What follows belongs to an exercise in optimizing a design on an open flow for small area and a short achievable clock period; a production flow would make more cautious choices.
Function was checked by simulation only, so behaviour that the tests miss may differ from the original.
Power figures rest on the tool's default switching activity, not on a simulated workload.

File: config.mk
export PLATFORM = sky130hd
export DESIGN_NAME = vec_multi_core
export DESIGN_NICKNAME = vec_multi_core
export VERILOG_FILES = /design/flow/design.v
export SDC_FILE = /design/flow/constraint.sdc
export NUM_CORES = 4
export LEC_CHECK = 0
export CAP_MARGIN = 20
export CORE_MARGIN = 2
export CORE_UTILIZATION = 40
export SETUP_SLACK_MARGIN = 0.95
export SLEW_MARGIN = 20
export SYNTH_HIERARCHICAL = 1
File: constraint.sdc
create_clock -name core_clock -period 3.0 [get_ports {clk}]
set_input_delay 0.6000 -clock core_clock [delete_from_list [all_inputs] [get_ports {clk}]]
set_output_delay 0.6000 -clock core_clock [all_outputs]
set_load 0.01 [all_outputs]
File: design.v
`timescale 1ns / 1ps
module vec_multi_core #(
    parameter int LEN = 32,
    parameter int DATA_WIDTH = 8
) (
    input logic clk,
    input logic rst_n,
    input logic i_data_valid,
    input logic i_load_weight,
    input logic [LEN*DATA_WIDTH-1:0] i_data,
    input logic [2*LEN-1:0] i_weight,
    output logic o_data_ready,
    output logic signed [31:0] o_result
);
  logic [LEN-1:0] wp, wn;
  logic wv;
  always_ff @(posedge clk) begin
    if (i_load_weight) begin
      for (int i = 0; i < LEN; i++) begin
        wp[i] <= i_weight[2*i+1] & ~i_weight[2*i];
        wn[i] <= ~i_weight[2*i+1] & ~i_weight[2*i];
      end
    end
  end
  always_ff @(posedge clk or negedge rst_n) begin
    if (!rst_n) wv <= 1'b0;
    else if (i_load_weight) wv <= 1'b1;
  end
  logic [LEN*DATA_WIDTH-1:0] zq;
  always_comb begin
    for (int i = 0; i < LEN; i++) begin
      for (int j = 0; j < DATA_WIDTH; j++) begin
        if (j == DATA_WIDTH - 1) zq[8*i+j] = i_data[8*i+j] ? wp[i] : wn[i];
        else zq[8*i+j] = ~(i_data[8*i+j] ? wp[i] : wn[i]);
      end
    end
  end
  logic [133:0] r1;
  logic [47:0] r2;
  logic [24:0] r3;
  logic s1;
  logic c2;
  logic s3;
  logic c4;
  logic s5;
  logic c6;
  logic s7;
  logic c8;
  logic s9;
  logic c10;
  logic s11;
  logic c12;
  logic s13;
  logic c14;
  logic s15;
  logic c16;
  logic s17;
  logic c18;
  logic s19;
  logic c20;
  logic i21;
  logic s22;
  logic c23;
  logic s24;
  logic c25;
  logic s26;
  logic c27;
  logic s28;
  logic c29;
  logic s30;
  logic c31;
  logic s32;
  logic c33;
  logic s34;
  logic c35;
  logic s36;
  logic c37;
  logic s38;
  logic c39;
  logic s40;
  logic c41;
  logic s42;
  logic c43;
  logic s44;
  logic c45;
  logic s46;
  logic c47;
  logic s48;
  logic c49;
  logic s50;
  logic c51;
  logic s52;
  logic c53;
  logic s54;
  logic c55;
  logic i56;
  logic s57;
  logic c58;
  logic s59;
  logic c60;
  logic s61;
  logic c62;
  logic s63;
  logic c64;
  logic s65;
  logic c66;
  logic s67;
  logic c68;
  logic s69;
  logic c70;
  logic s71;
  logic c72;
  logic s73;
  logic c74;
  logic s75;
  logic c76;
  logic s77;
  logic c78;
  logic i79;
  logic s80;
  logic c81;
  logic s82;
  logic c83;
  logic s84;
  logic c85;
  logic s86;
  logic c87;
  logic s88;
  logic c89;
  logic s90;
  logic c91;
  logic s92;
  logic c93;
  logic s94;
  logic c95;
  logic s96;
  logic c97;
  logic s98;
  logic c99;
  logic i100;
  logic s101;
  logic c102;
  logic s103;
  logic c104;
  logic s105;
  logic c106;
  logic s107;
  logic c108;
  logic s109;
  logic c110;
  logic s111;
  logic c112;
  logic s113;
  logic c114;
  logic s115;
  logic c116;
  logic s117;
  logic c118;
  logic s119;
  logic c120;
  logic s121;
  logic c122;
  logic s123;
  logic c124;
  logic s125;
  logic c126;
  logic s127;
  logic c128;
  logic s129;
  logic c130;
  logic s131;
  logic c132;
  logic s133;
  logic c134;
  logic s135;
  logic c136;
  logic s137;
  logic c138;
  logic s139;
  logic c140;
  logic s141;
  logic c142;
  logic s143;
  logic c144;
  logic s145;
  logic c146;
  logic s147;
  logic c148;
  logic s149;
  logic c150;
  logic s151;
  logic c152;
  logic s153;
  logic c154;
  logic s155;
  logic c156;
  logic s157;
  logic c158;
  logic s159;
  logic c160;
  logic s161;
  logic c162;
  logic s163;
  logic c164;
  logic s165;
  logic c166;
  logic s167;
  logic c168;
  logic s169;
  logic c170;
  logic s171;
  logic c172;
  logic s173;
  logic c174;
  logic s175;
  logic c176;
  logic s177;
  logic c178;
  logic s179;
  logic c180;
  logic s181;
  logic c182;
  logic s183;
  logic c184;
  logic s185;
  logic c186;
  logic s187;
  logic c188;
  logic s189;
  logic c190;
  logic s191;
  logic c192;
  logic s193;
  logic c194;
  logic s195;
  logic c196;
  logic s197;
  logic c198;
  logic s199;
  logic c200;
  logic s201;
  logic c202;
  logic s203;
  logic c204;
  logic s205;
  logic c206;
  logic s207;
  logic c208;
  logic s209;
  logic c210;
  logic s211;
  logic c212;
  logic s213;
  logic c214;
  logic s215;
  logic c216;
  logic s217;
  logic c218;
  logic s219;
  logic c220;
  logic s221;
  logic c222;
  logic s223;
  logic c224;
  logic s225;
  logic c226;
  logic s227;
  logic c228;
  logic s229;
  logic c230;
  logic s231;
  logic c232;
  logic s233;
  logic c234;
  logic s235;
  logic c236;
  logic s237;
  logic c238;
  logic s239;
  logic c240;
  logic s241;
  logic c242;
  logic s243;
  logic c244;
  logic s245;
  logic c246;
  logic s247;
  logic c248;
  logic s249;
  logic c250;
  logic s251;
  logic c252;
  logic s253;
  logic c254;
  logic s255;
  logic c256;
  logic s257;
  logic c258;
  logic s259;
  logic c260;
  logic s261;
  logic c262;
  logic s263;
  logic c264;
  logic s265;
  logic c266;
  logic s267;
  logic c268;
  logic s269;
  logic c270;
  logic s271;
  logic c272;
  logic s273;
  logic c274;
  logic s275;
  logic c276;
  logic s277;
  logic c278;
  logic s279;
  logic c280;
  logic s281;
  logic c282;
  logic s283;
  logic c284;
  logic s285;
  logic c286;
  logic s287;
  logic c288;
  logic s289;
  logic c290;
  logic s291;
  logic c292;
  logic s293;
  logic c294;
  logic s295;
  logic c296;
  logic s297;
  logic c298;
  logic s299;
  logic c300;
  logic s301;
  logic c302;
  logic s303;
  logic c304;
  logic s305;
  logic c306;
  logic s307;
  logic c308;
  logic s309;
  logic c310;
  logic s311;
  logic c312;
  logic s313;
  logic c314;
  logic s315;
  logic c316;
  logic i317;
  logic s318;
  logic c319;
  logic s320;
  logic c321;
  logic s322;
  logic c323;
  logic s324;
  logic c325;
  logic s326;
  logic c327;
  logic s328;
  logic c329;
  logic s330;
  logic c331;
  logic s332;
  logic c333;
  logic s334;
  logic c335;
  logic i336;
  logic s337;
  logic c338;
  logic s339;
  logic c340;
  logic s341;
  logic c342;
  logic s343;
  logic c344;
  logic s345;
  logic c346;
  logic s347;
  logic c348;
  logic s349;
  logic c350;
  logic i351;
  logic s352;
  logic c353;
  logic s354;
  logic c355;
  logic s356;
  logic c357;
  logic s358;
  logic c359;
  logic s360;
  logic c361;
  logic s362;
  logic c363;
  logic s364;
  logic c365;
  logic s366;
  logic c367;
  logic s368;
  logic c369;
  logic s370;
  logic c371;
  logic s372;
  logic c373;
  logic s374;
  logic c375;
  logic s376;
  logic c377;
  logic s378;
  logic c379;
  logic i380;
  logic s381;
  logic c382;
  logic s383;
  logic c384;
  logic s385;
  logic c386;
  logic s387;
  logic c388;
  logic s389;
  logic c390;
  logic s391;
  logic c392;
  logic s393;
  logic c394;
  logic s395;
  logic c396;
  logic s397;
  logic c398;
  logic s399;
  logic c400;
  logic s401;
  logic c402;
  logic s403;
  logic c404;
  logic s405;
  logic c406;
  logic s407;
  logic c408;
  logic s409;
  logic c410;
  logic s411;
  logic c412;
  logic s413;
  logic c414;
  logic s415;
  logic c416;
  logic s417;
  logic c418;
  logic s419;
  logic c420;
  logic s421;
  logic c422;
  logic s423;
  logic c424;
  logic s425;
  logic c426;
  logic s427;
  logic c428;
  logic s429;
  logic c430;
  logic s431;
  logic c432;
  logic s433;
  logic c434;
  logic s435;
  logic c436;
  logic s437;
  logic c438;
  logic s439;
  logic c440;
  logic s441;
  logic c442;
  logic s443;
  logic c444;
  logic s445;
  logic c446;
  logic s447;
  logic c448;
  logic s449;
  logic c450;
  logic s451;
  logic c452;
  logic s453;
  logic c454;
  logic s455;
  logic c456;
  logic s457;
  logic c458;
  logic s459;
  logic c460;
  logic s461;
  logic c462;
  logic s463;
  logic c464;
  logic s465;
  logic c466;
  logic s467;
  logic c468;
  logic s469;
  logic c470;
  logic s471;
  logic c472;
  logic s473;
  logic c474;
  logic s475;
  logic c476;
  logic s477;
  logic c478;
  logic s479;
  logic c480;
  logic s481;
  logic c482;
  logic s483;
  logic c484;
  logic s485;
  logic c486;
  logic s487;
  logic c488;
  logic i489;
  logic s490;
  logic c491;
  logic i492;
  logic s493;
  logic c494;
  logic s495;
  logic c496;
  logic s497;
  logic c498;
  logic s499;
  logic c500;
  logic s501;
  logic c502;
  logic s503;
  logic c504;
  logic s505;
  logic c506;
  logic s507;
  logic c508;
  logic s509;
  logic c510;
  logic s511;
  logic c512;
  logic s513;
  logic c514;
  logic s515;
  logic c516;
  logic s517;
  logic c518;
  logic i519;
  logic s520;
  logic c521;
  logic i522;
  logic s523;
  logic c524;
  logic s525;
  logic c526;
  logic s527;
  logic c528;
  logic s529;
  logic c530;
  logic s531;
  logic c532;
  logic s533;
  logic c534;
  logic s535;
  logic c536;
  logic s537;
  logic c538;
  logic i539;
  logic s540;
  logic c541;
  logic i542;
  logic s543;
  logic c544;
  logic i545;
  logic s546;
  logic c547;
  logic s548;
  logic c549;
  logic s550;
  logic c551;
  logic s552;
  logic c553;
  logic s554;
  logic c555;
  logic s556;
  logic c557;
  logic s558;
  logic c559;
  logic s560;
  logic c561;
  logic s562;
  logic c563;
  vmc_fa u_s1 (.a(wn[0]), .b(wn[1]), .c(wn[2]), .s(s1), .co(c2));
  vmc_fa u_s3 (.a(wn[3]), .b(wn[4]), .c(wn[5]), .s(s3), .co(c4));
  vmc_fa u_s5 (.a(wn[6]), .b(wn[7]), .c(wn[8]), .s(s5), .co(c6));
  vmc_fa u_s7 (.a(wn[9]), .b(wn[10]), .c(wn[11]), .s(s7), .co(c8));
  vmc_fa u_s9 (.a(wn[12]), .b(wn[13]), .c(wn[14]), .s(s9), .co(c10));
  vmc_fa u_s11 (.a(wn[15]), .b(wn[16]), .c(wn[17]), .s(s11), .co(c12));
  vmc_fa u_s13 (.a(wn[18]), .b(wn[19]), .c(wn[20]), .s(s13), .co(c14));
  vmc_fa u_s15 (.a(wn[21]), .b(wn[22]), .c(wn[23]), .s(s15), .co(c16));
  vmc_fa u_s17 (.a(wn[24]), .b(wn[25]), .c(wn[26]), .s(s17), .co(c18));
  vmc_fa u_s19 (.a(wn[27]), .b(wn[28]), .c(wn[29]), .s(s19), .co(c20));
  assign i21 = ~zq[0];
  vmc_fa u_s22 (.a(wn[30]), .b(wn[31]), .c(i21), .s(s22), .co(c23));
  vmc_fa u_s24 (.a(zq[8]), .b(zq[16]), .c(zq[24]), .s(s24), .co(c25));
  vmc_fa u_s26 (.a(zq[32]), .b(zq[40]), .c(zq[48]), .s(s26), .co(c27));
  vmc_fa u_s28 (.a(zq[56]), .b(zq[64]), .c(zq[72]), .s(s28), .co(c29));
  vmc_fa u_s30 (.a(zq[80]), .b(zq[88]), .c(zq[96]), .s(s30), .co(c31));
  vmc_fa u_s32 (.a(zq[104]), .b(zq[112]), .c(zq[120]), .s(s32), .co(c33));
  vmc_fa u_s34 (.a(zq[128]), .b(zq[136]), .c(zq[144]), .s(s34), .co(c35));
  vmc_fa u_s36 (.a(zq[152]), .b(zq[160]), .c(zq[168]), .s(s36), .co(c37));
  vmc_fa u_s38 (.a(zq[176]), .b(zq[184]), .c(zq[192]), .s(s38), .co(c39));
  vmc_fa u_s40 (.a(zq[200]), .b(zq[208]), .c(zq[216]), .s(s40), .co(c41));
  vmc_fa u_s42 (.a(zq[224]), .b(zq[232]), .c(zq[240]), .s(s42), .co(c43));
  vmc_fa u_s44 (.a(s1), .b(s3), .c(s5), .s(s44), .co(c45));
  vmc_fa u_s46 (.a(s7), .b(s9), .c(s11), .s(s46), .co(c47));
  vmc_fa u_s48 (.a(s13), .b(s15), .c(s17), .s(s48), .co(c49));
  vmc_fa u_s50 (.a(zq[248]), .b(s24), .c(s26), .s(s50), .co(c51));
  vmc_fa u_s52 (.a(s28), .b(s30), .c(s32), .s(s52), .co(c53));
  vmc_fa u_s54 (.a(s34), .b(s36), .c(s38), .s(s54), .co(c55));
  assign i56 = ~s19;
  vmc_fa u_s57 (.a(i56), .b(s40), .c(s42), .s(s57), .co(c58));
  vmc_fa u_s59 (.a(zq[1]), .b(zq[9]), .c(zq[17]), .s(s59), .co(c60));
  vmc_fa u_s61 (.a(zq[25]), .b(zq[33]), .c(zq[41]), .s(s61), .co(c62));
  vmc_fa u_s63 (.a(zq[49]), .b(zq[57]), .c(zq[65]), .s(s63), .co(c64));
  vmc_fa u_s65 (.a(zq[73]), .b(zq[81]), .c(zq[89]), .s(s65), .co(c66));
  vmc_fa u_s67 (.a(zq[97]), .b(zq[105]), .c(zq[113]), .s(s67), .co(c68));
  vmc_fa u_s69 (.a(zq[121]), .b(zq[129]), .c(zq[137]), .s(s69), .co(c70));
  vmc_fa u_s71 (.a(zq[145]), .b(zq[153]), .c(zq[161]), .s(s71), .co(c72));
  vmc_fa u_s73 (.a(zq[169]), .b(zq[177]), .c(zq[185]), .s(s73), .co(c74));
  vmc_fa u_s75 (.a(zq[193]), .b(zq[201]), .c(zq[209]), .s(s75), .co(c76));
  vmc_fa u_s77 (.a(zq[217]), .b(zq[225]), .c(zq[233]), .s(s77), .co(c78));
  assign i79 = ~c2;
  vmc_fa u_s80 (.a(zq[241]), .b(zq[249]), .c(i79), .s(s80), .co(c81));
  vmc_fa u_s82 (.a(c4), .b(c6), .c(c8), .s(s82), .co(c83));
  vmc_fa u_s84 (.a(c10), .b(c12), .c(c14), .s(s84), .co(c85));
  vmc_fa u_s86 (.a(c16), .b(c18), .c(c20), .s(s86), .co(c87));
  vmc_fa u_s88 (.a(c25), .b(c27), .c(c29), .s(s88), .co(c89));
  vmc_fa u_s90 (.a(c31), .b(c33), .c(c35), .s(s90), .co(c91));
  vmc_fa u_s92 (.a(c37), .b(c39), .c(c41), .s(s92), .co(c93));
  vmc_fa u_s94 (.a(c43), .b(s59), .c(s61), .s(s94), .co(c95));
  vmc_fa u_s96 (.a(s63), .b(s65), .c(s67), .s(s96), .co(c97));
  vmc_fa u_s98 (.a(s69), .b(s71), .c(s73), .s(s98), .co(c99));
  assign i100 = ~c23;
  vmc_fa u_s101 (.a(s75), .b(s77), .c(i100), .s(s101), .co(c102));
  vmc_fa u_s103 (.a(zq[2]), .b(zq[10]), .c(zq[18]), .s(s103), .co(c104));
  vmc_fa u_s105 (.a(zq[26]), .b(zq[34]), .c(zq[42]), .s(s105), .co(c106));
  vmc_fa u_s107 (.a(zq[50]), .b(zq[58]), .c(zq[66]), .s(s107), .co(c108));
  vmc_fa u_s109 (.a(zq[74]), .b(zq[82]), .c(zq[90]), .s(s109), .co(c110));
  vmc_fa u_s111 (.a(zq[98]), .b(zq[106]), .c(zq[114]), .s(s111), .co(c112));
  vmc_fa u_s113 (.a(zq[122]), .b(zq[130]), .c(zq[138]), .s(s113), .co(c114));
  vmc_fa u_s115 (.a(zq[146]), .b(zq[154]), .c(zq[162]), .s(s115), .co(c116));
  vmc_fa u_s117 (.a(zq[170]), .b(zq[178]), .c(zq[186]), .s(s117), .co(c118));
  vmc_fa u_s119 (.a(zq[194]), .b(zq[202]), .c(zq[210]), .s(s119), .co(c120));
  vmc_fa u_s121 (.a(zq[218]), .b(zq[226]), .c(zq[234]), .s(s121), .co(c122));
  vmc_fa u_s123 (.a(zq[242]), .b(zq[250]), .c(c60), .s(s123), .co(c124));
  vmc_fa u_s125 (.a(c62), .b(c64), .c(c66), .s(s125), .co(c126));
  vmc_fa u_s127 (.a(c68), .b(c70), .c(c72), .s(s127), .co(c128));
  vmc_fa u_s129 (.a(c74), .b(c76), .c(c78), .s(s129), .co(c130));
  vmc_fa u_s131 (.a(s103), .b(s105), .c(s107), .s(s131), .co(c132));
  vmc_fa u_s133 (.a(s109), .b(s111), .c(s113), .s(s133), .co(c134));
  vmc_fa u_s135 (.a(s115), .b(s117), .c(s119), .s(s135), .co(c136));
  vmc_fa u_s137 (.a(zq[3]), .b(zq[11]), .c(zq[19]), .s(s137), .co(c138));
  vmc_fa u_s139 (.a(zq[27]), .b(zq[35]), .c(zq[43]), .s(s139), .co(c140));
  vmc_fa u_s141 (.a(zq[51]), .b(zq[59]), .c(zq[67]), .s(s141), .co(c142));
  vmc_fa u_s143 (.a(zq[75]), .b(zq[83]), .c(zq[91]), .s(s143), .co(c144));
  vmc_fa u_s145 (.a(zq[99]), .b(zq[107]), .c(zq[115]), .s(s145), .co(c146));
  vmc_fa u_s147 (.a(zq[123]), .b(zq[131]), .c(zq[139]), .s(s147), .co(c148));
  vmc_fa u_s149 (.a(zq[147]), .b(zq[155]), .c(zq[163]), .s(s149), .co(c150));
  vmc_fa u_s151 (.a(zq[171]), .b(zq[179]), .c(zq[187]), .s(s151), .co(c152));
  vmc_fa u_s153 (.a(zq[195]), .b(zq[203]), .c(zq[211]), .s(s153), .co(c154));
  vmc_fa u_s155 (.a(zq[219]), .b(zq[227]), .c(zq[235]), .s(s155), .co(c156));
  vmc_fa u_s157 (.a(zq[243]), .b(zq[251]), .c(c104), .s(s157), .co(c158));
  vmc_fa u_s159 (.a(c106), .b(c108), .c(c110), .s(s159), .co(c160));
  vmc_fa u_s161 (.a(c112), .b(c114), .c(c116), .s(s161), .co(c162));
  vmc_fa u_s163 (.a(c118), .b(c120), .c(c122), .s(s163), .co(c164));
  vmc_fa u_s165 (.a(s137), .b(s139), .c(s141), .s(s165), .co(c166));
  vmc_fa u_s167 (.a(s143), .b(s145), .c(s147), .s(s167), .co(c168));
  vmc_fa u_s169 (.a(s149), .b(s151), .c(s153), .s(s169), .co(c170));
  vmc_fa u_s171 (.a(zq[4]), .b(zq[12]), .c(zq[20]), .s(s171), .co(c172));
  vmc_fa u_s173 (.a(zq[28]), .b(zq[36]), .c(zq[44]), .s(s173), .co(c174));
  vmc_fa u_s175 (.a(zq[52]), .b(zq[60]), .c(zq[68]), .s(s175), .co(c176));
  vmc_fa u_s177 (.a(zq[76]), .b(zq[84]), .c(zq[92]), .s(s177), .co(c178));
  vmc_fa u_s179 (.a(zq[100]), .b(zq[108]), .c(zq[116]), .s(s179), .co(c180));
  vmc_fa u_s181 (.a(zq[124]), .b(zq[132]), .c(zq[140]), .s(s181), .co(c182));
  vmc_fa u_s183 (.a(zq[148]), .b(zq[156]), .c(zq[164]), .s(s183), .co(c184));
  vmc_fa u_s185 (.a(zq[172]), .b(zq[180]), .c(zq[188]), .s(s185), .co(c186));
  vmc_fa u_s187 (.a(zq[196]), .b(zq[204]), .c(zq[212]), .s(s187), .co(c188));
  vmc_fa u_s189 (.a(zq[220]), .b(zq[228]), .c(zq[236]), .s(s189), .co(c190));
  vmc_fa u_s191 (.a(zq[244]), .b(zq[252]), .c(c138), .s(s191), .co(c192));
  vmc_fa u_s193 (.a(c140), .b(c142), .c(c144), .s(s193), .co(c194));
  vmc_fa u_s195 (.a(c146), .b(c148), .c(c150), .s(s195), .co(c196));
  vmc_fa u_s197 (.a(c152), .b(c154), .c(c156), .s(s197), .co(c198));
  vmc_fa u_s199 (.a(s171), .b(s173), .c(s175), .s(s199), .co(c200));
  vmc_fa u_s201 (.a(s177), .b(s179), .c(s181), .s(s201), .co(c202));
  vmc_fa u_s203 (.a(s183), .b(s185), .c(s187), .s(s203), .co(c204));
  vmc_fa u_s205 (.a(zq[5]), .b(zq[13]), .c(zq[21]), .s(s205), .co(c206));
  vmc_fa u_s207 (.a(zq[29]), .b(zq[37]), .c(zq[45]), .s(s207), .co(c208));
  vmc_fa u_s209 (.a(zq[53]), .b(zq[61]), .c(zq[69]), .s(s209), .co(c210));
  vmc_fa u_s211 (.a(zq[77]), .b(zq[85]), .c(zq[93]), .s(s211), .co(c212));
  vmc_fa u_s213 (.a(zq[101]), .b(zq[109]), .c(zq[117]), .s(s213), .co(c214));
  vmc_fa u_s215 (.a(zq[125]), .b(zq[133]), .c(zq[141]), .s(s215), .co(c216));
  vmc_fa u_s217 (.a(zq[149]), .b(zq[157]), .c(zq[165]), .s(s217), .co(c218));
  vmc_fa u_s219 (.a(zq[173]), .b(zq[181]), .c(zq[189]), .s(s219), .co(c220));
  vmc_fa u_s221 (.a(zq[197]), .b(zq[205]), .c(zq[213]), .s(s221), .co(c222));
  vmc_fa u_s223 (.a(zq[221]), .b(zq[229]), .c(zq[237]), .s(s223), .co(c224));
  vmc_fa u_s225 (.a(zq[245]), .b(zq[253]), .c(c172), .s(s225), .co(c226));
  vmc_fa u_s227 (.a(c174), .b(c176), .c(c178), .s(s227), .co(c228));
  vmc_fa u_s229 (.a(c180), .b(c182), .c(c184), .s(s229), .co(c230));
  vmc_fa u_s231 (.a(c186), .b(c188), .c(c190), .s(s231), .co(c232));
  vmc_fa u_s233 (.a(s205), .b(s207), .c(s209), .s(s233), .co(c234));
  vmc_fa u_s235 (.a(s211), .b(s213), .c(s215), .s(s235), .co(c236));
  vmc_fa u_s237 (.a(s217), .b(s219), .c(s221), .s(s237), .co(c238));
  vmc_fa u_s239 (.a(zq[6]), .b(zq[14]), .c(zq[22]), .s(s239), .co(c240));
  vmc_fa u_s241 (.a(zq[30]), .b(zq[38]), .c(zq[46]), .s(s241), .co(c242));
  vmc_fa u_s243 (.a(zq[54]), .b(zq[62]), .c(zq[70]), .s(s243), .co(c244));
  vmc_fa u_s245 (.a(zq[78]), .b(zq[86]), .c(zq[94]), .s(s245), .co(c246));
  vmc_fa u_s247 (.a(zq[102]), .b(zq[110]), .c(zq[118]), .s(s247), .co(c248));
  vmc_fa u_s249 (.a(zq[126]), .b(zq[134]), .c(zq[142]), .s(s249), .co(c250));
  vmc_fa u_s251 (.a(zq[150]), .b(zq[158]), .c(zq[166]), .s(s251), .co(c252));
  vmc_fa u_s253 (.a(zq[174]), .b(zq[182]), .c(zq[190]), .s(s253), .co(c254));
  vmc_fa u_s255 (.a(zq[198]), .b(zq[206]), .c(zq[214]), .s(s255), .co(c256));
  vmc_fa u_s257 (.a(zq[222]), .b(zq[230]), .c(zq[238]), .s(s257), .co(c258));
  vmc_fa u_s259 (.a(zq[246]), .b(zq[254]), .c(c206), .s(s259), .co(c260));
  vmc_fa u_s261 (.a(c208), .b(c210), .c(c212), .s(s261), .co(c262));
  vmc_fa u_s263 (.a(c214), .b(c216), .c(c218), .s(s263), .co(c264));
  vmc_fa u_s265 (.a(c220), .b(c222), .c(c224), .s(s265), .co(c266));
  vmc_fa u_s267 (.a(s239), .b(s241), .c(s243), .s(s267), .co(c268));
  vmc_fa u_s269 (.a(s245), .b(s247), .c(s249), .s(s269), .co(c270));
  vmc_fa u_s271 (.a(s251), .b(s253), .c(s255), .s(s271), .co(c272));
  vmc_fa u_s273 (.a(zq[7]), .b(zq[15]), .c(zq[23]), .s(s273), .co(c274));
  vmc_fa u_s275 (.a(zq[31]), .b(zq[39]), .c(zq[47]), .s(s275), .co(c276));
  vmc_fa u_s277 (.a(zq[55]), .b(zq[63]), .c(zq[71]), .s(s277), .co(c278));
  vmc_fa u_s279 (.a(zq[79]), .b(zq[87]), .c(zq[95]), .s(s279), .co(c280));
  vmc_fa u_s281 (.a(zq[103]), .b(zq[111]), .c(zq[119]), .s(s281), .co(c282));
  vmc_fa u_s283 (.a(zq[127]), .b(zq[135]), .c(zq[143]), .s(s283), .co(c284));
  vmc_fa u_s285 (.a(zq[151]), .b(zq[159]), .c(zq[167]), .s(s285), .co(c286));
  vmc_fa u_s287 (.a(zq[175]), .b(zq[183]), .c(zq[191]), .s(s287), .co(c288));
  vmc_fa u_s289 (.a(zq[199]), .b(zq[207]), .c(zq[215]), .s(s289), .co(c290));
  vmc_fa u_s291 (.a(zq[223]), .b(zq[231]), .c(zq[239]), .s(s291), .co(c292));
  vmc_fa u_s293 (.a(zq[247]), .b(zq[255]), .c(c240), .s(s293), .co(c294));
  vmc_fa u_s295 (.a(c242), .b(c244), .c(c246), .s(s295), .co(c296));
  vmc_fa u_s297 (.a(c248), .b(c250), .c(c252), .s(s297), .co(c298));
  vmc_fa u_s299 (.a(c254), .b(c256), .c(c258), .s(s299), .co(c300));
  vmc_fa u_s301 (.a(s273), .b(s275), .c(s277), .s(s301), .co(c302));
  vmc_fa u_s303 (.a(s279), .b(s281), .c(s283), .s(s303), .co(c304));
  vmc_fa u_s305 (.a(s285), .b(s287), .c(s289), .s(s305), .co(c306));
  vmc_fa u_s307 (.a(c274), .b(c276), .c(c278), .s(s307), .co(c308));
  vmc_fa u_s309 (.a(c280), .b(c282), .c(c284), .s(s309), .co(c310));
  vmc_fa u_s311 (.a(c286), .b(c288), .c(c290), .s(s311), .co(c312));
  vmc_fa u_s313 (.a(r1[0]), .b(r1[1]), .c(r1[2]), .s(s313), .co(c314));
  vmc_fa u_s315 (.a(r1[4]), .b(r1[5]), .c(r1[6]), .s(s315), .co(c316));
  assign i317 = ~r1[7];
  vmc_fa u_s318 (.a(r1[3]), .b(i317), .c(s313), .s(s318), .co(c319));
  vmc_fa u_s320 (.a(r1[8]), .b(r1[9]), .c(r1[10]), .s(s320), .co(c321));
  vmc_fa u_s322 (.a(r1[11]), .b(r1[12]), .c(r1[13]), .s(s322), .co(c323));
  vmc_fa u_s324 (.a(r1[14]), .b(r1[15]), .c(r1[16]), .s(s324), .co(c325));
  vmc_fa u_s326 (.a(r1[17]), .b(r1[18]), .c(r1[19]), .s(s326), .co(c327));
  vmc_fa u_s328 (.a(r1[20]), .b(r1[21]), .c(r1[22]), .s(s328), .co(c329));
  vmc_fa u_s330 (.a(r1[23]), .b(r1[24]), .c(r1[25]), .s(s330), .co(c331));
  vmc_fa u_s332 (.a(c314), .b(s320), .c(s322), .s(s332), .co(c333));
  vmc_fa u_s334 (.a(c316), .b(s324), .c(s326), .s(s334), .co(c335));
  assign i336 = ~c319;
  vmc_fa u_s337 (.a(s328), .b(s330), .c(i336), .s(s337), .co(c338));
  vmc_fa u_s339 (.a(r1[27]), .b(r1[28]), .c(r1[29]), .s(s339), .co(c340));
  vmc_fa u_s341 (.a(r1[26]), .b(r1[30]), .c(r1[31]), .s(s341), .co(c342));
  vmc_fa u_s343 (.a(r1[32]), .b(r1[33]), .c(r1[34]), .s(s343), .co(c344));
  vmc_fa u_s345 (.a(r1[35]), .b(r1[36]), .c(r1[37]), .s(s345), .co(c346));
  vmc_fa u_s347 (.a(r1[38]), .b(r1[39]), .c(r1[40]), .s(s347), .co(c348));
  vmc_fa u_s349 (.a(r1[41]), .b(r1[42]), .c(r1[43]), .s(s349), .co(c350));
  assign i351 = ~r1[44];
  vmc_fa u_s352 (.a(i351), .b(c321), .c(c323), .s(s352), .co(c353));
  vmc_fa u_s354 (.a(c325), .b(c327), .c(c329), .s(s354), .co(c355));
  vmc_fa u_s356 (.a(c331), .b(s341), .c(s343), .s(s356), .co(c357));
  vmc_fa u_s358 (.a(s345), .b(s347), .c(s349), .s(s358), .co(c359));
  vmc_fa u_s360 (.a(s339), .b(c333), .c(s352), .s(s360), .co(c361));
  vmc_fa u_s362 (.a(c335), .b(s354), .c(s356), .s(s362), .co(c363));
  vmc_fa u_s364 (.a(r1[45]), .b(r1[46]), .c(r1[47]), .s(s364), .co(c365));
  vmc_fa u_s366 (.a(r1[48]), .b(r1[49]), .c(r1[50]), .s(s366), .co(c367));
  vmc_fa u_s368 (.a(r1[51]), .b(r1[52]), .c(r1[53]), .s(s368), .co(c369));
  vmc_fa u_s370 (.a(r1[54]), .b(r1[55]), .c(r1[56]), .s(s370), .co(c371));
  vmc_fa u_s372 (.a(r1[57]), .b(r1[58]), .c(r1[59]), .s(s372), .co(c373));
  vmc_fa u_s374 (.a(c342), .b(c344), .c(c346), .s(s374), .co(c375));
  vmc_fa u_s376 (.a(c348), .b(c350), .c(s364), .s(s376), .co(c377));
  vmc_fa u_s378 (.a(s366), .b(s368), .c(s370), .s(s378), .co(c379));
  assign i380 = ~s372;
  vmc_fa u_s381 (.a(c340), .b(i380), .c(c353), .s(s381), .co(c382));
  vmc_fa u_s383 (.a(c355), .b(c357), .c(c359), .s(s383), .co(c384));
  vmc_fa u_s385 (.a(s374), .b(s376), .c(s378), .s(s385), .co(c386));
  vmc_fa u_s387 (.a(r1[60]), .b(r1[61]), .c(r1[62]), .s(s387), .co(c388));
  vmc_fa u_s389 (.a(r1[63]), .b(r1[64]), .c(r1[65]), .s(s389), .co(c390));
  vmc_fa u_s391 (.a(r1[66]), .b(r1[67]), .c(r1[68]), .s(s391), .co(c392));
  vmc_fa u_s393 (.a(r1[69]), .b(r1[70]), .c(r1[71]), .s(s393), .co(c394));
  vmc_fa u_s395 (.a(r1[72]), .b(r1[73]), .c(r1[74]), .s(s395), .co(c396));
  vmc_fa u_s397 (.a(c365), .b(c367), .c(c369), .s(s397), .co(c398));
  vmc_fa u_s399 (.a(c371), .b(c373), .c(s387), .s(s399), .co(c400));
  vmc_fa u_s401 (.a(s389), .b(s391), .c(s393), .s(s401), .co(c402));
  vmc_fa u_s403 (.a(s395), .b(c375), .c(c377), .s(s403), .co(c404));
  vmc_fa u_s405 (.a(c379), .b(s397), .c(s399), .s(s405), .co(c406));
  vmc_fa u_s407 (.a(r1[75]), .b(r1[76]), .c(r1[77]), .s(s407), .co(c408));
  vmc_fa u_s409 (.a(r1[78]), .b(r1[79]), .c(r1[80]), .s(s409), .co(c410));
  vmc_fa u_s411 (.a(r1[81]), .b(r1[82]), .c(r1[83]), .s(s411), .co(c412));
  vmc_fa u_s413 (.a(r1[84]), .b(r1[85]), .c(r1[86]), .s(s413), .co(c414));
  vmc_fa u_s415 (.a(r1[87]), .b(r1[88]), .c(r1[89]), .s(s415), .co(c416));
  vmc_fa u_s417 (.a(c388), .b(c390), .c(c392), .s(s417), .co(c418));
  vmc_fa u_s419 (.a(c394), .b(c396), .c(s407), .s(s419), .co(c420));
  vmc_fa u_s421 (.a(s409), .b(s411), .c(s413), .s(s421), .co(c422));
  vmc_fa u_s423 (.a(s415), .b(c398), .c(c400), .s(s423), .co(c424));
  vmc_fa u_s425 (.a(c402), .b(s417), .c(s419), .s(s425), .co(c426));
  vmc_fa u_s427 (.a(r1[90]), .b(r1[91]), .c(r1[92]), .s(s427), .co(c428));
  vmc_fa u_s429 (.a(r1[93]), .b(r1[94]), .c(r1[95]), .s(s429), .co(c430));
  vmc_fa u_s431 (.a(r1[96]), .b(r1[97]), .c(r1[98]), .s(s431), .co(c432));
  vmc_fa u_s433 (.a(r1[99]), .b(r1[100]), .c(r1[101]), .s(s433), .co(c434));
  vmc_fa u_s435 (.a(r1[102]), .b(r1[103]), .c(r1[104]), .s(s435), .co(c436));
  vmc_fa u_s437 (.a(c408), .b(c410), .c(c412), .s(s437), .co(c438));
  vmc_fa u_s439 (.a(c414), .b(c416), .c(s427), .s(s439), .co(c440));
  vmc_fa u_s441 (.a(s429), .b(s431), .c(s433), .s(s441), .co(c442));
  vmc_fa u_s443 (.a(s435), .b(c418), .c(c420), .s(s443), .co(c444));
  vmc_fa u_s445 (.a(c422), .b(s437), .c(s439), .s(s445), .co(c446));
  vmc_fa u_s447 (.a(r1[105]), .b(r1[106]), .c(r1[107]), .s(s447), .co(c448));
  vmc_fa u_s449 (.a(r1[108]), .b(r1[109]), .c(r1[110]), .s(s449), .co(c450));
  vmc_fa u_s451 (.a(r1[111]), .b(r1[112]), .c(r1[113]), .s(s451), .co(c452));
  vmc_fa u_s453 (.a(r1[114]), .b(r1[115]), .c(r1[116]), .s(s453), .co(c454));
  vmc_fa u_s455 (.a(r1[117]), .b(r1[118]), .c(r1[119]), .s(s455), .co(c456));
  vmc_fa u_s457 (.a(c428), .b(c430), .c(c432), .s(s457), .co(c458));
  vmc_fa u_s459 (.a(c434), .b(c436), .c(s447), .s(s459), .co(c460));
  vmc_fa u_s461 (.a(s449), .b(s451), .c(s453), .s(s461), .co(c462));
  vmc_fa u_s463 (.a(s455), .b(c438), .c(c440), .s(s463), .co(c464));
  vmc_fa u_s465 (.a(c442), .b(s457), .c(s459), .s(s465), .co(c466));
  vmc_fa u_s467 (.a(r1[120]), .b(r1[121]), .c(r1[122]), .s(s467), .co(c468));
  vmc_fa u_s469 (.a(r1[123]), .b(r1[124]), .c(r1[125]), .s(s469), .co(c470));
  vmc_fa u_s471 (.a(r1[126]), .b(r1[127]), .c(r1[128]), .s(s471), .co(c472));
  vmc_fa u_s473 (.a(r1[129]), .b(r1[130]), .c(c448), .s(s473), .co(c474));
  vmc_fa u_s475 (.a(c450), .b(c452), .c(c454), .s(s475), .co(c476));
  vmc_fa u_s477 (.a(c456), .b(s467), .c(s469), .s(s477), .co(c478));
  vmc_fa u_s479 (.a(s471), .b(c458), .c(c460), .s(s479), .co(c480));
  vmc_fa u_s481 (.a(c462), .b(s473), .c(s475), .s(s481), .co(c482));
  vmc_fa u_s483 (.a(r1[131]), .b(r1[132]), .c(r1[133]), .s(s483), .co(c484));
  vmc_fa u_s485 (.a(c468), .b(c470), .c(c472), .s(s485), .co(c486));
  vmc_fa u_s487 (.a(s483), .b(c474), .c(c476), .s(s487), .co(c488));
  assign i489 = ~r2[9];
  vmc_fa u_s490 (.a(i489), .b(r2[10]), .c(1'b1), .s(s490), .co(c491));
  assign i492 = ~r2[15];
  vmc_fa u_s493 (.a(r2[14]), .b(i492), .c(r2[16]), .s(s493), .co(c494));
  vmc_fa u_s495 (.a(r2[17]), .b(r2[18]), .c(1'b1), .s(s495), .co(c496));
  vmc_fa u_s497 (.a(r2[20]), .b(r2[21]), .c(r2[22]), .s(s497), .co(c498));
  vmc_fa u_s499 (.a(r2[23]), .b(r2[24]), .c(1'b1), .s(s499), .co(c500));
  vmc_fa u_s501 (.a(r2[25]), .b(r2[26]), .c(r2[27]), .s(s501), .co(c502));
  vmc_fa u_s503 (.a(r2[28]), .b(r2[29]), .c(1'b1), .s(s503), .co(c504));
  vmc_fa u_s505 (.a(r2[30]), .b(r2[31]), .c(r2[32]), .s(s505), .co(c506));
  vmc_fa u_s507 (.a(r2[33]), .b(r2[34]), .c(1'b1), .s(s507), .co(c508));
  vmc_fa u_s509 (.a(r2[35]), .b(r2[36]), .c(r2[37]), .s(s509), .co(c510));
  vmc_fa u_s511 (.a(r2[38]), .b(r2[39]), .c(1'b1), .s(s511), .co(c512));
  vmc_fa u_s513 (.a(r2[40]), .b(r2[41]), .c(r2[42]), .s(s513), .co(c514));
  vmc_fa u_s515 (.a(r2[43]), .b(r2[44]), .c(1'b1), .s(s515), .co(c516));
  vmc_fa u_s517 (.a(r2[45]), .b(r2[46]), .c(1'b1), .s(s517), .co(c518));
  assign i519 = ~r2[5];
  vmc_ha u_s520 (.a(i519), .b(r2[6]), .s(s520), .co(c521));
  assign i522 = ~r2[11];
  vmc_fa u_s523 (.a(i522), .b(r2[12]), .c(r2[13]), .s(s523), .co(c524));
  vmc_fa u_s525 (.a(r2[19]), .b(s495), .c(c491), .s(s525), .co(c526));
  vmc_fa u_s527 (.a(s499), .b(c496), .c(s497), .s(s527), .co(c528));
  vmc_fa u_s529 (.a(s503), .b(c500), .c(s501), .s(s529), .co(c530));
  vmc_fa u_s531 (.a(s507), .b(c504), .c(s505), .s(s531), .co(c532));
  vmc_fa u_s533 (.a(s511), .b(c508), .c(s509), .s(s533), .co(c534));
  vmc_fa u_s535 (.a(s515), .b(c512), .c(s513), .s(s535), .co(c536));
  vmc_fa u_s537 (.a(r2[47]), .b(s517), .c(c516), .s(s537), .co(c538));
  assign i539 = ~r2[2];
  vmc_fa u_s540 (.a(i539), .b(r2[3]), .c(1'b1), .s(s540), .co(c541));
  assign i542 = ~s520;
  vmc_fa u_s543 (.a(r2[7]), .b(r2[8]), .c(i542), .s(s543), .co(c544));
  assign i545 = ~c521;
  vmc_fa u_s546 (.a(s490), .b(i545), .c(s523), .s(s546), .co(c547));
  vmc_fa u_s548 (.a(s493), .b(c524), .c(s525), .s(s548), .co(c549));
  vmc_fa u_s550 (.a(c494), .b(c526), .c(s527), .s(s550), .co(c551));
  vmc_fa u_s552 (.a(c498), .b(s529), .c(c528), .s(s552), .co(c553));
  vmc_fa u_s554 (.a(c502), .b(s531), .c(c530), .s(s554), .co(c555));
  vmc_fa u_s556 (.a(c506), .b(s533), .c(c532), .s(s556), .co(c557));
  vmc_fa u_s558 (.a(c510), .b(s535), .c(c534), .s(s558), .co(c559));
  vmc_fa u_s560 (.a(c514), .b(s537), .c(c536), .s(s560), .co(c561));
  vmc_fa u_s562 (.a(c518), .b(c538), .c(1'b1), .s(s562), .co(c563));
  logic [4:1] vld;
  logic [4:1] wvp;
  always_ff @(posedge clk or negedge rst_n) begin
    if (!rst_n) vld <= '0;
    else vld <= {vld[3:1], i_data_valid};
  end
  always_ff @(posedge clk) begin
    wvp <= {wvp[3:1], wv};
  end
  always_ff @(posedge clk) begin
      r1[0] <= s22;
      r1[1] <= s44;
      r1[2] <= s46;
      r1[3] <= s48;
      r1[4] <= s50;
      r1[5] <= s52;
      r1[6] <= s54;
      r1[7] <= s57;
      r1[8] <= c45;
      r1[9] <= c47;
      r1[10] <= c49;
      r1[11] <= s82;
      r1[12] <= s84;
      r1[13] <= s86;
      r1[14] <= s80;
      r1[15] <= c51;
      r1[16] <= c53;
      r1[17] <= c55;
      r1[18] <= c58;
      r1[19] <= s88;
      r1[20] <= s90;
      r1[21] <= s92;
      r1[22] <= s94;
      r1[23] <= s96;
      r1[24] <= s98;
      r1[25] <= s101;
      r1[26] <= s121;
      r1[27] <= c83;
      r1[28] <= c85;
      r1[29] <= c87;
      r1[30] <= c81;
      r1[31] <= c89;
      r1[32] <= c91;
      r1[33] <= c93;
      r1[34] <= c95;
      r1[35] <= c97;
      r1[36] <= c99;
      r1[37] <= s123;
      r1[38] <= s125;
      r1[39] <= s127;
      r1[40] <= s129;
      r1[41] <= s131;
      r1[42] <= s133;
      r1[43] <= s135;
      r1[44] <= c102;
      r1[45] <= s155;
      r1[46] <= c124;
      r1[47] <= c126;
      r1[48] <= c128;
      r1[49] <= c130;
      r1[50] <= c132;
      r1[51] <= c134;
      r1[52] <= c136;
      r1[53] <= s157;
      r1[54] <= s159;
      r1[55] <= s161;
      r1[56] <= s163;
      r1[57] <= s165;
      r1[58] <= s167;
      r1[59] <= s169;
      r1[60] <= s189;
      r1[61] <= c158;
      r1[62] <= c160;
      r1[63] <= c162;
      r1[64] <= c164;
      r1[65] <= c166;
      r1[66] <= c168;
      r1[67] <= c170;
      r1[68] <= s191;
      r1[69] <= s193;
      r1[70] <= s195;
      r1[71] <= s197;
      r1[72] <= s199;
      r1[73] <= s201;
      r1[74] <= s203;
      r1[75] <= s223;
      r1[76] <= c192;
      r1[77] <= c194;
      r1[78] <= c196;
      r1[79] <= c198;
      r1[80] <= c200;
      r1[81] <= c202;
      r1[82] <= c204;
      r1[83] <= s225;
      r1[84] <= s227;
      r1[85] <= s229;
      r1[86] <= s231;
      r1[87] <= s233;
      r1[88] <= s235;
      r1[89] <= s237;
      r1[90] <= s257;
      r1[91] <= c226;
      r1[92] <= c228;
      r1[93] <= c230;
      r1[94] <= c232;
      r1[95] <= c234;
      r1[96] <= c236;
      r1[97] <= c238;
      r1[98] <= s259;
      r1[99] <= s261;
      r1[100] <= s263;
      r1[101] <= s265;
      r1[102] <= s267;
      r1[103] <= s269;
      r1[104] <= s271;
      r1[105] <= s291;
      r1[106] <= c260;
      r1[107] <= c262;
      r1[108] <= c264;
      r1[109] <= c266;
      r1[110] <= c268;
      r1[111] <= c270;
      r1[112] <= c272;
      r1[113] <= s293;
      r1[114] <= s295;
      r1[115] <= s297;
      r1[116] <= s299;
      r1[117] <= s301;
      r1[118] <= s303;
      r1[119] <= s305;
      r1[120] <= c292;
      r1[121] <= c294;
      r1[122] <= c296;
      r1[123] <= c298;
      r1[124] <= c300;
      r1[125] <= c302;
      r1[126] <= c304;
      r1[127] <= c306;
      r1[128] <= s307;
      r1[129] <= s309;
      r1[130] <= s311;
      r1[131] <= c308;
      r1[132] <= c310;
      r1[133] <= c312;
  end
  always_ff @(posedge clk) begin
      r2[0] <= s315;
      r2[1] <= s318;
      r2[2] <= s332;
      r2[3] <= s334;
      r2[4] <= s337;
      r2[5] <= s358;
      r2[6] <= s360;
      r2[7] <= s362;
      r2[8] <= c338;
      r2[9] <= c361;
      r2[10] <= c363;
      r2[11] <= s381;
      r2[12] <= s383;
      r2[13] <= s385;
      r2[14] <= s401;
      r2[15] <= c382;
      r2[16] <= c384;
      r2[17] <= c386;
      r2[18] <= s403;
      r2[19] <= s405;
      r2[20] <= s421;
      r2[21] <= c404;
      r2[22] <= c406;
      r2[23] <= s423;
      r2[24] <= s425;
      r2[25] <= s441;
      r2[26] <= c424;
      r2[27] <= c426;
      r2[28] <= s443;
      r2[29] <= s445;
      r2[30] <= s461;
      r2[31] <= c444;
      r2[32] <= c446;
      r2[33] <= s463;
      r2[34] <= s465;
      r2[35] <= s477;
      r2[36] <= c464;
      r2[37] <= c466;
      r2[38] <= s479;
      r2[39] <= s481;
      r2[40] <= c478;
      r2[41] <= s485;
      r2[42] <= c480;
      r2[43] <= c482;
      r2[44] <= s487;
      r2[45] <= c484;
      r2[46] <= c486;
      r2[47] <= c488;
  end
  always_ff @(posedge clk) begin
      r3[0] <= r2[0];
      r3[1] <= r2[1];
      r3[2] <= r2[4];
      r3[3] <= s540;
      r3[4] <= s543;
      r3[5] <= c541;
      r3[6] <= s546;
      r3[7] <= c544;
      r3[8] <= s548;
      r3[9] <= c547;
      r3[10] <= s550;
      r3[11] <= c549;
      r3[12] <= s552;
      r3[13] <= c551;
      r3[14] <= s554;
      r3[15] <= c553;
      r3[16] <= s556;
      r3[17] <= c555;
      r3[18] <= s558;
      r3[19] <= c557;
      r3[20] <= s560;
      r3[21] <= c559;
      r3[22] <= s562;
      r3[23] <= c561;
      r3[24] <= c563;
  end
  logic [13:0] fa, fb, sum, res;
  assign fa = {1'b1, 1'b1, ~r3[22], ~r3[20], ~r3[18], ~r3[16], ~r3[14], ~r3[12], ~r3[10], ~r3[8], ~r3[6], ~r3[4], ~r3[2], ~r3[0]};
  assign fb = {1'b0, ~r3[24], ~r3[23], ~r3[21], ~r3[19], ~r3[17], ~r3[15], ~r3[13], ~r3[11], ~r3[9], ~r3[7], ~r3[5], ~r3[3], r3[1]};
  assign sum = fa + fb;
  always_ff @(posedge clk) res <= wvp[3] ? sum : '0;
  assign o_result = {{18{res[13]}}, res};
  assign o_data_ready = vld[4];
endmodule
module vmc_fa (
    input  logic a,
    input  logic b,
    input  logic c,
    output logic s,
    output logic co
);
  assign s  = a ^ b ^ c;
  assign co = (a & b) | (a & c) | (b & c);
endmodule
module vmc_ha (
    input  logic a,
    input  logic b,
    output logic s,
    output logic co
);
  assign s  = a ^ b;
  assign co = a & b;
endmodule
File: flow/run.sh
#!/bin/bash
# Standard layout (the standard.sh, unchanged synthesis) with two changes:
#  - the port buffers are buf_1 cells rather than the clkdlybuf4s50 delay cells
#    that buffer_ports picks by default (every port still gets its own buffer);
#  - clock tree synthesis runs without dummy loads, with the buffers listed below.
export BUFFER_PORTS_ARGS="-buffer_cell sky130_fd_sc_hd__buf_1"
export CTS_ARGS="-sink_clustering_enable -repair_clock_nets -dont_use_dummy_load -buf_list sky130_fd_sc_hd__clkbuf_16 -sink_clustering_size 30 -sink_clustering_max_diameter 100"
bash standard.sh > standard.log 2>&1
File: standard.sh
#!/bin/bash
# synth_recipe.tcl (not shown) runs the flow's synth.tcl, then flattens the netlist and writes it again
# the make line also repeats each setting of config.mk as NAME=value (left out here)
make -C /OpenROAD-flow-scripts/flow DESIGN_CONFIG=/design/flow/config.mk WORK_HOME=/design/flow/orfs CLKGATE_MAP_FILE= SYNTH_SCRIPT=/design/flow/synth_recipe.tcl "${@:-finish}"
==> impl_results.md, run 1 <==
* Initial core utilization at 40.8%
* Final nets at 2020
* CP endpoint kind: register
* Crit share post-route at 68.6%
* Routability cong. at 0.844
* Post-Syn Instances at 1028
* GR Util All Layers at 20.9%
* Critical Path AT at 2.43 ns
* Core area at 38800 µm²
* RSZ-0062 raised after global routing: true
* Clock transition at the registers of the reported paths at 0.09 ns
* R2r setup slk at 0.94 ns
* # IOs at 357
* M3 GR Usage at 2.87%
* Drt pass-1 iters at 4
* Synthesized area at 15800 µm²
* Met1 GRT Util at 26.9%
* CTS Buf Count at 15
* Share of synthesized registers carrying an async set or reset at 1.71%
* Vias in the first global route at 10300
* Area delta synth->final at 15.3%
* Worst-path maximum fanout at 9
* Critical path startpoint category: register
* Post-route ant nets at 0
* Seq/Total Area, Yosys at 41.2%
* Max clock buf depth at 3
* R2R depth at 3
* Hold Crit Start: i_data_valid
* Post-placement cell count at 1894
* DR DRC count at 0
* Via-to-Cell Ratio at 4.71
* # setup viols final at 0
* Peak supply drop at 0.397 mV
* Top_reg_cell synth: dfxtp_1
* Count of state elements after synthesis at 293
* Die Ht at 203 µm
* Fin. Hold Viols at 0
* H-tree depth at 1
* Gr ovfl total at 0
* Detailed Place HPWL at 36300 µm
* WL per Instance at 22.1 µm
* P_leak at 7.38 nW
* Die X at 203 µm
* Hold Crit Depth at 1
* Clock Skews at 0.0514 ns
* Layout cells sized above 1 at 5.61%
* Largest net degree at the start of global routing at 31
* Num rows at 72
* Final Core Density at 47.0%
* Crit path time final at 2.06 ns
* Number of max-cap violations at 0
* Fin. max-slew vios at 0
* Number of flops mapped to enable cells by yosys at 64
* Die footprint at 41200 µm²
* Power Total at 17.5 mW
* WP data required at 3.37 ns
* Netlist cell types at 39
* Vias post-DR at 9080
* M2 GR Usage at 36.9%
* Syn Area/Cell at 15.4 µm²
* Worst reg2reg endpoint: r1[117]
* Filler Cell Count at 3534
* Setup TNS at 0 ns
* Pwr Density at 959 nW/µm²
* Sink Count at 293
* Global-route wire length before repair at 62200 µm
* Crit path kind: register to register
* CTS Root Cell: clkbuf_16
* # port buffers at 356
* Hold endpoint: vld[1]
* Drt first-iter violations at 323
* Hold Path Class: input pin to register
* Final non-filler cell total at 1926
* Initial antenna violation count at 1
* YS warnings at 7
* Fmax at 0.486 GHz
* CTS tree: yes
* R2r startpoint: wn[0]
* Rel. slew slack at 58.6%
* Gr busiest metal: met2
* Worst skew pair latency at 0.51 ns
* Drt total wl at 42500 µm
* Status: complete, no violations
* Slew at the pin closest to its max-slew limit at 0.621 ns
-- power breakdown --
group	internal, mW	switching (mW)
Sequential	5.77	1.18
Clock	0.904	1.25
Combinational	4.00	4.41
-- state kept, by name (all words and copies together) (netlist names) --
name / cells
r1: 134
r2: 48
r3: 25
res: 14
vld: 4
wn: 32
wp: 32
wv: 1
wvp: 3
-- area by class of cell --
cell class	instances	area [µm²]	share of cell area [%]
flip-flops and latches	293	6530	35.8
inverters	41	154	0.843
clock buffers	15	375	2.06
multi-input cells	684	9070	49.7
diodes	1	2.50	0.0137
repair buffers	374	1470	8.07
well taps	518	648	3.55
-- cells in the mapped netlist, types with 2 or more instances --
| master | number | share of area, % |
|---|---|---|
| a21o_1 | 3 | 0.14 |
| a21oi_1 | 9 | 0.28 |
| buf_4 | 18 | 0.85 |
| dfrtp_1 | 5 | 0.79 |
| dfxtp_1 | 224 | 28 |
| edfxtp_1 | 64 | 12 |
| fa_1 | 274 | 35 |
| ha_1 | 13 | 1.0 |
| inv_1 | 41 | 0.97 |
| mux2_2 | 33 | 2.3 |
| mux2i_1 | 227 | 14 |
| nand2_1 | 6 | 0.14 |
| nand2b_1 | 5 | 0.20 |
| nand3_1 | 3 | 0.095 |
| nor2_1 | 38 | 0.90 |
| nor2b_1 | 33 | 1.3 |
| nor3_1 | 3 | 0.095 |
| nor3b_1 | 2 | 0.095 |
| o211ai_1 | 2 | 0.095 |
| o21ai_0 | 4 | 0.13 |
| or2_2 | 2 | 0.079 |
| xor2_1 | 2 | 0.11 |
-- placed cells by master (no fill, tap or decap), types with 2 or more instances in the layout --
cell,netlist,final
buf_1,0,355
fa_1,274,271
mux2i_1,227,225
dfxtp_1,224,224
edfxtp_1,64,64
inv_1,41,41
nor2_1,38,38
nor2b_1,33,33
mux2_2,33,33
buf_4,18,16
clkbuf_16,0,15
ha_1,13,13
conb_1,1,10
a21oi_1,9,9
nand2_1,6,6
nand2b_1,5,5
dfrtp_1,5,5
o21ai_0,4,4
a21o_1,3,3
nand3_1,3,3
nor3_1,3,3
fa_2,0,3
mux2i_2,0,2
o211ai_1,2,2
nor3b_1,2,2
or2_2,2,2
xor2_1,2,2
buf_2,0,2
-- kinds of logic after synthesis --
| family | count (synthesis) | synth area share, % |
|---|---|---|
| mux | 260 | 16.7 |
| simple gates | 97 | 3.16 |
| compound gates | 27 | 1.19 |
| other cells | 1 | 0.0237 |
| buf+inv | 60 | 1.85 |
| fa+ha+maj | 287 | 35.7 |
| flops | 293 | 41.2 |
| xor+xnor | 3 | 0.166 |
-- how the worst max path moves through the flow --
stage | startpoint | end | slack [ns] | depth (start not counted)
2_1_floorplan | i_data[7] | r1[117] | 0.98 | 3
3_3_place_gp | i_data[160] | r1[6] | 0.72 | 4
3_5_place_dp | i_data[160] | r1[6] | 0.73 | 4
4_1_cts | wp[0] | r1[117] | 0.94 | 3
5_1_grt | wp[0] | r1[117] | 0.91 | 3
6_report | wn[0] | r1[117] | 0.94 | 3
-- modules after synthesis, one instance, submodules excluded --
module	area, µm²	cells	flops+latches	copies in the design
vmc_fa	20.0	1	0	273
vmc_ha	12.5	1	0	1
vec_multi_core	10400	754	293	1
-- critical path: stages (launching register included) --
cell	delay, ns
edfxtp_1	0.56
mux2_2	0.35
fa_2	0.62
fa_1	0.39
-- layer usage --
layer	vias up	wire (µm)
met4	0	1190
met2	257	21800
met5	-	0
met3	52	1750
li1	4166	-
met1	4605	17800
-- through the flow --
stage          cell area [µm²]  hold slack (ns)  setup slack, ns
2_1_floorplan            15900            0.304            0.982
3_3_place_gp             17700            0.314            0.722
3_5_place_dp             17700            0.314            0.729
4_1_cts                  18100            0.184            0.938
5_1_grt                  18300            0.176            0.910
6_report                 18300            0.205            0.943
-- what timing repair did --
item / CTS / global route
endpoints found under the setup margin: 5 / 13
hold buffers: 1 / 0
endpoints found under the hold margin: 5 / 0
buffers inserted: 4 / 11
pin swaps: 0 / 1
resized for setup: 0 / 7
==> inputs of run 2 (changes only) <==
--- a/config.mk
+++ b/config.mk
@@ -7,7 +7,7 @@
 export LEC_CHECK = 0
 export CAP_MARGIN = 20
 export CORE_MARGIN = 2
-export CORE_UTILIZATION = 40
-export SETUP_SLACK_MARGIN = 0.95
+export CORE_UTILIZATION = 55
+export SETUP_SLACK_MARGIN = 0.9
 export SLEW_MARGIN = 20
 export SYNTH_HIERARCHICAL = 1
==> run 2 against run 1 <==
  * First-iteration DRC count rose by 12%
  * Still clean
  * Register-to-register slack barely moved
  * Cell count fell by 7.3%
  * Core utilization rose by 16 points
  * Critical path depth did not move
  * Sequential share of layout area rose by 0.54 points
  * Worst setup slack got worse by 0.013 ns
  * Sequential power barely moved
  * Largest power group unchanged
  * Critical path type unchanged
==> impl_results.md, run 2 <==
* Global-route wire length before repair at 59500 µm
* Final nets at 2012
* Sink Count at 293
* Die X at 174 µm
* RSZ-0062 raised after global routing: false
* Peak supply drop at 0.479 mV
* Crit path max-delay family: adder cells
* Max clock buf depth at 3
* Largest Register: r1
* Worst stage delay on the critical path at 0.56 ns
* Vias in the first global route at 10200
* WP depth at 3
* Top-count cell post-synth: fa_1
* Fin. max-slew vios at 0
* Gr busiest metal: met2
* Seq/Total Area, Yosys at 41.2%
* Status: complete, no violations
* Slew at the pin closest to its max-slew limit at 0.589 ns
* Crit path time final at 2.07 ns
* # setup viols final at 0
* CP endpoint kind: register
* Area leader, netlist: fa_1
* Synthesized area at 15800 µm²
* Share of the synthesized area in the top cell type at 34.6%
* Initial core utilization at 55.5%
* Die footprint at 30200 µm²
* Setup TNS at 0 ns
* Fmax at 0.483 GHz
* Hold Crit Depth at 1
* Met1 GRT Util at 36.9%
* Buf/Inv on CP at 0
* Leading cell type in the layout, fill and taps excluded: buf_1
* # IOs at 357
* Count of state elements after synthesis at 293
* Top_reg_cell synth: dfxtp_1
* Commonest cells after routing, fill and taps aside: buf_1 (355), fa_1 (274), mux2i_1 (227)
* Drt total wl at 40000 µm
* Post-DP Area at 17600 µm²
* WL per Instance at 22.4 µm
* Core area at 28500 µm²
* CTS Buf Count at 14
* Synth top area cells: fa_1 (35%), dfxtp_1 (28%), mux2i_1 (14%), edfxtp_1 (12%), mux2_2 (2.3%)
* Initial antenna violation count at 3
* Worst skew pair latency at 0.50 ns
* Detailed Place HPWL at 33900 µm
* Vias post-DR at 9079
* Max reg flops at 134
* Finished Cell Area at 18000 µm²
* Critical path startpoint category: register
* Clock transition at the registers of the reported paths at 0.11 ns
* Area delta synth->final at 13.6%
* Worst-path maximum fanout at 9
* Largest net degree at the start of global routing at 31
* # port buffers at 356
* Synth top cells by count: fa_1 (274), mux2i_1 (227), dfxtp_1 (224), edfxtp_1 (64), inv_1 (41)
* M2 GR Usage at 47.3%
* YS warnings at 7
* Crit share post-route at 69.0%
* P_leak at 7.34 nW
* M3 GR Usage at 3.20%
* Netlist cell types at 39
* Fin. Hold Viols at 0
* Pwr Density at 964 nW/µm²
* DR DRC count at 0
* Share of synthesized registers carrying an async set or reset at 1.71%
* Worst path slowest cell: edfxtp_1
* Top flop regs: r1 (134), r2 (48)
* Syn Area/Cell at 15.4 µm²
* WP data required at 3.37 ns
* CTS tree: yes
* CTS Root Cell: clkbuf_16
* H-tree depth at 1
* Die Ht at 174 µm
* Via-to-Cell Ratio at 5.08
* Num rows at 62
* Gr ovfl total at 0
* Crit path top cell by count: fa_1
* Number of max-cap violations at 0
* Filler Cell Count at 2274
* Hold Path Class: input pin to register
* Drt first-iter violations at 362
* Layout cells sized above 1 at 4.72%
* R2R depth at 3
* Crit path cell chain: mux2i_1 > fa_1 > fa_1
* Clock Skews at 0.0261 ns
* Critical Path AT at 2.44 ns
* Post-Syn Instances at 1028
* Routability cong. at 0.870
* R2r setup slk at 0.93 ns
* Number of flops mapped to enable cells by yosys at 64
* GR Util All Layers at 27.1%
* Crit path kind: register to register
* Drt pass-1 iters at 4
* Rel. slew slack at 60.7%
* Post-route ant nets at 0
* Final Core Density at 63.0%
run 2: cell counts after synthesis:
Identical to the previous run, type by type.
run 2: worst paths after layout:
| kind | startpoint | endpoint |
|---|---|---|
| worst max-delay path | wn[21] | r1[6] |
| worst min-delay path | i_data_valid | vld[1] |
| worst max register to register | wn[21] | r1[6] |
| worst min register to register | r2[1] | r3[1] |
| max in group asynchronous | rst_n | vld[4] |
| min in group asynchronous | rst_n | vld[1] |
run 2: cells by family after synthesis:
| logic type | after synthesis | share of synthesized area, % |
|---|---|---|
| AO/OA/AOI/OAI | 27 | 1.19 |
| XOR/XNOR | 3 | 0.166 |
| adder cells (fa/ha/maj) | 287 | 35.7 |
| buffers and inverters | 60 | 1.85 |
| flip-flops | 293 | 41.2 |
| multiplexers | 260 | 16.7 |
| other | 1 | 0.0237 |
| AND/OR/NAND/NOR | 97 | 3.16 |
run 2: modules after synthesis, one instance, submodules excluded:
module / flops+latches / cells inside / copies in the design / cell area, µm²
vmc_ha: 0 / 1 / 1 / 12.5
vec_multi_core: 293 / 754 / 1 / 10400
vmc_fa: 0 / 1 / 273 / 20.0
run 2: final cells by class:
class                   count  area [µm²]  share of cell area (%)
clock buffers              14         350                    1.95
well taps                 384         480                    2.67
flip-flops and latches    293        6530                    36.3
inverters                  41         154                   0.856
repair buffers            367        1420                    7.90
multi-input cells         684        9040                    50.3
diodes                      3        7.51                  0.0417
run 2: metrics by stage:
stage / hold WS (ns) / power, mW / instances / worst slack, ns
after floorplan: 0.304 / 12.2 / 1037 / 0.982
after global placement: 0.313 / 15.3 / 1761 / 0.772
after detailed placement: 0.312 / 15.5 / 1761 / 0.760
after CTS: 0.203 / 17.6 / 1777 / 0.914
after global routing: 0.192 / 19.0 / 1786 / 0.896
final: 0.213 / 17.3 / 1786 / 0.930
run 2: per-layer routing:
metal  up-vias  part of all wire, %
li1       4158                    -
met1      4618                   43
met2       260                   51
met3        43                  4.3
met4         0                  2.0
met5         -                    0
run 2: worst register-to-register path, stage by stage, from the launching register on:
cell and delay [ns]:
edfxtp_1 0.56, mux2i_1 0.31, fa_1 0.54, fa_1 0.53
run 2: what timing repair did:
item | 4_1_cts | 5_1_grt
hold buffers | 1 | 0
endpoints found under the setup margin | 1 | 2
setup buffers | 1 | 6
gates resized for setup | 0 | 0
hold endpoints to repair | 5 | 0
run 2: where the power goes:
part	leakage, nW	internal, mW	switching [mW]
Combinational	4.60	3.99	4.37
Clock	0.173	0.847	1.20
Sequential	2.56	5.77	1.16
Total	7.34	10.6	6.73
==> inputs of run 3 (changes only) <==
--- a/config.mk
+++ b/config.mk
@@ -7,7 +7,7 @@
 export LEC_CHECK = 0
 export CAP_MARGIN = 20
 export CORE_MARGIN = 2
-export CORE_UTILIZATION = 55
+export CORE_UTILIZATION = 70
 export SETUP_SLACK_MARGIN = 0.9
 export SLEW_MARGIN = 20
 export SYNTH_HIERARCHICAL = 1
==> run 3 against run 2 <==
  * Via count increased by 5.8%
  * Combinational power grew 3.6%
  * Worst setup slack improved by 0.0064 ns
  * Register-to-register slack about the same
  * Still clean on timing, DRC and antenna
  * Synthesized cell count stayed put
  * Sequential power hardly changed
  * Critical endpoint is now r1[119]
==> impl_results.md, run 3 <==
* Status: complete, no violations
* Worst path slowest cell: edfxtp_1
* Finished Cell Area at 17900 µm²
* H-tree depth at 1
* Worst-path maximum fanout at 9
* Worst skew pair latency at 0.49 ns
* Fin. max-slew vios at 0
* Crit path kind: register to register
* Post-route ant nets at 0
* Clock Skews at 0.0181 ns
* Via-to-Cell Ratio at 5.69
* Commonest cells after routing, fill and taps aside: buf_1 (355), fa_1 (274), mux2i_1 (227)
* # setup viols final at 0
* # port buffers at 356
* Minimum hold slack at 0.226 ns
* Detailed Place HPWL at 33500 µm
* Top_reg_cell synth: dfxtp_1
* Crit path top cell by count: fa_1
* Vias in the first global route at 11000
* RSZ-0062 raised after global routing: false
* Hold Crit Depth at 1
* Pwr Density at 981 nW/µm²
* Count of state elements after synthesis at 293
* Crit path max-delay family: adder cells
* Number of flops mapped to enable cells by yosys at 64
* # IOs at 357
* Crit share post-route at 68.8%
* Initial antenna violation count at 0
* Final non-filler cell total at 1687
* Top-count cell post-synth: fa_1
* CTS Root Cell: clkbuf_16
* Number of max-cap violations at 0
* Gr ovfl total at 0
* Fmax at 0.484 GHz
* CTS tree: yes
* Synth top cells by count: fa_1 (274), mux2i_1 (227), dfxtp_1 (224), edfxtp_1 (64), inv_1 (41)
* WP depth at 3
* Critical Path AT at 2.42 ns
* Crit path time final at 2.06 ns
* Post-DP Area at 17500 µm²
* Worst stage delay on the critical path at 0.60 ns
* Peak supply drop at 0.502 mV
* P_leak at 7.35 nW
* YS warnings at 7
* Final Core Density at 79.7%
* Post-Syn Instances at 1028
* Die Ht at 154 µm
* Max clock buf depth at 3
* Routability cong. at 0.924
* Fin. Hold Viols at 0
* R2R depth at 3
* Ant. Diodes at 0
* Crit path cell chain: mux2_2 > fa_1 > fa_1
* Die footprint at 23800 µm²
* Post-placement cell count at 1665
* Synth top area cells: fa_1 (35%), dfxtp_1 (28%), mux2i_1 (14%), edfxtp_1 (12%), mux2_2 (2.3%)
* CP endpoint kind: register
* Die X at 154 µm
* Final nets at 2015
* CTS Buf Count at 13
* Core area at 22400 µm²
* Drt first-iter violations at 672
* WP data required at 3.36 ns
* Sink Count at 293
* Leading cell type in the layout, fill and taps excluded: buf_1
* Clock transition at the registers of the reported paths at 0.11 ns
* Buf/Inv on CP at 0
* Largest net degree at the start of global routing at 31
* Global-route wire length before repair at 61600 µm
* Top flop regs: r1 (134), r2 (48)
* Drt total wl at 40700 µm
* Area delta synth->final at 12.9%
* Syn Area/Cell at 15.4 µm²
* Share of synthesized registers carrying an async set or reset at 1.71%
* DR DRC count at 0
* Layout cells sized above 1 at 4.92%
* Hold Path Class: input pin to register
* Critical path startpoint category: register
* Initial core utilization at 70.6%
* Num rows at 55
* Synthesized area at 15800 µm²
* WL per Instance at 24.1 µm
* Share of the synthesized area in the top cell type at 34.6%
* Largest Register: r1
* Rel. slew slack at 44.1%
* Slew at the pin closest to its max-slew limit at 0.838 ns
* Vias post-DR at 9606
* Area leader, netlist: fa_1
* Max reg flops at 134
* Drt pass-1 iters at 5
* Setup TNS at 0 ns
* GR Util All Layers at 35.7%
* Seq/Total Area, Yosys at 41.2%
* Netlist cell types at 39
==> run 3: final cells by class <==
class	instances	area, µm²
Clock buffer	13	325
Inverter	41	154
Timing Repair Buffer	371	1460
Fill cell	1368	4550
Multi-Input combinational cell	684	9050
Tap cell	285	357
Sequential cell	293	6530
==> run 3: repair_timing <==
action                                  4_1_cts  5_1_grt
setup buffers                                 2        6
pin swaps                                     0        0
hold buffers                                  1        0
hold endpoints to repair                      5        0
gates cloned                                  0        0
gates resized for setup                       0        1
endpoints found under the setup margin        2        4
==> run 3: report_power, final <==
group | switching (mW) | total [mW] | leakage [nW] | internal, mW
combinational | 4.56 | 8.66 | 4.63 | 4.10
clock | 1.15 | 1.94 | 0.160 | 0.788
sequential | 1.17 | 6.95 | 2.56 | 5.77
total | 6.88 | 17.5 | 7.35 | 10.7
==> run 3: kinds of logic after synthesis <==
kind of cell,after synthesis,share of synthesized area [%]
compound gates,27,1.19
buf+inv,60,1.85
flops,293,41.2
fa+ha+maj,287,35.7
simple gates,97,3.16
other cells,1,0.0237
xor+xnor,3,0.166
mux,260,16.7
==> run 3: Yosys stat by module, one instance, submodules excluded <==
module          times used  cells inside  cell area, µm²
vmc_ha                   1             1            12.5
vmc_fa                 273             1            20.0
vec_multi_core           1           754           10400
==> run 3: worst paths after layout <==
path,end,slack [ns],start
max,r1[119],0.94,wn[21]
max in group asynchronous,vld[1],2.31,rst_n
min reg2reg,r3[1],0.34,r2[1]
max reg2reg,r1[119],0.94,wn[21]
min in group asynchronous,vld[4],0.48,rst_n
min,vld[1],0.23,i_data_valid
==> run 3: routing by layer <==
metal  vias up  GRT usage [%]  routed length [µm]
met5         -              0                   0
met4         0           10.4                1340
met3        85           4.93                2400
met2       426           65.2               21800
met1      4928           44.8               15200
li1       4167              -                   -
==> run 3: per-stage QoR <==
step | total power, mW | worst slack [ns]
4_1_cts | 17.6 | 0.916
5_1_grt | 19.0 | 0.899
3_3_place_gp | 14.9 | 0.774
6_report | 17.5 | 0.936
2_1_floorplan | 12.2 | 0.982
3_5_place_dp | 15.5 | 0.786

Check on run 3: ideal ports give 0.936 ns setup slack; a clkbuf_16 on the clock port and buf_2 on the inputs give 0.936 ns; moving port delays by the midpoint clock arrival (0.528 ns) as well gives 0.736 ns.
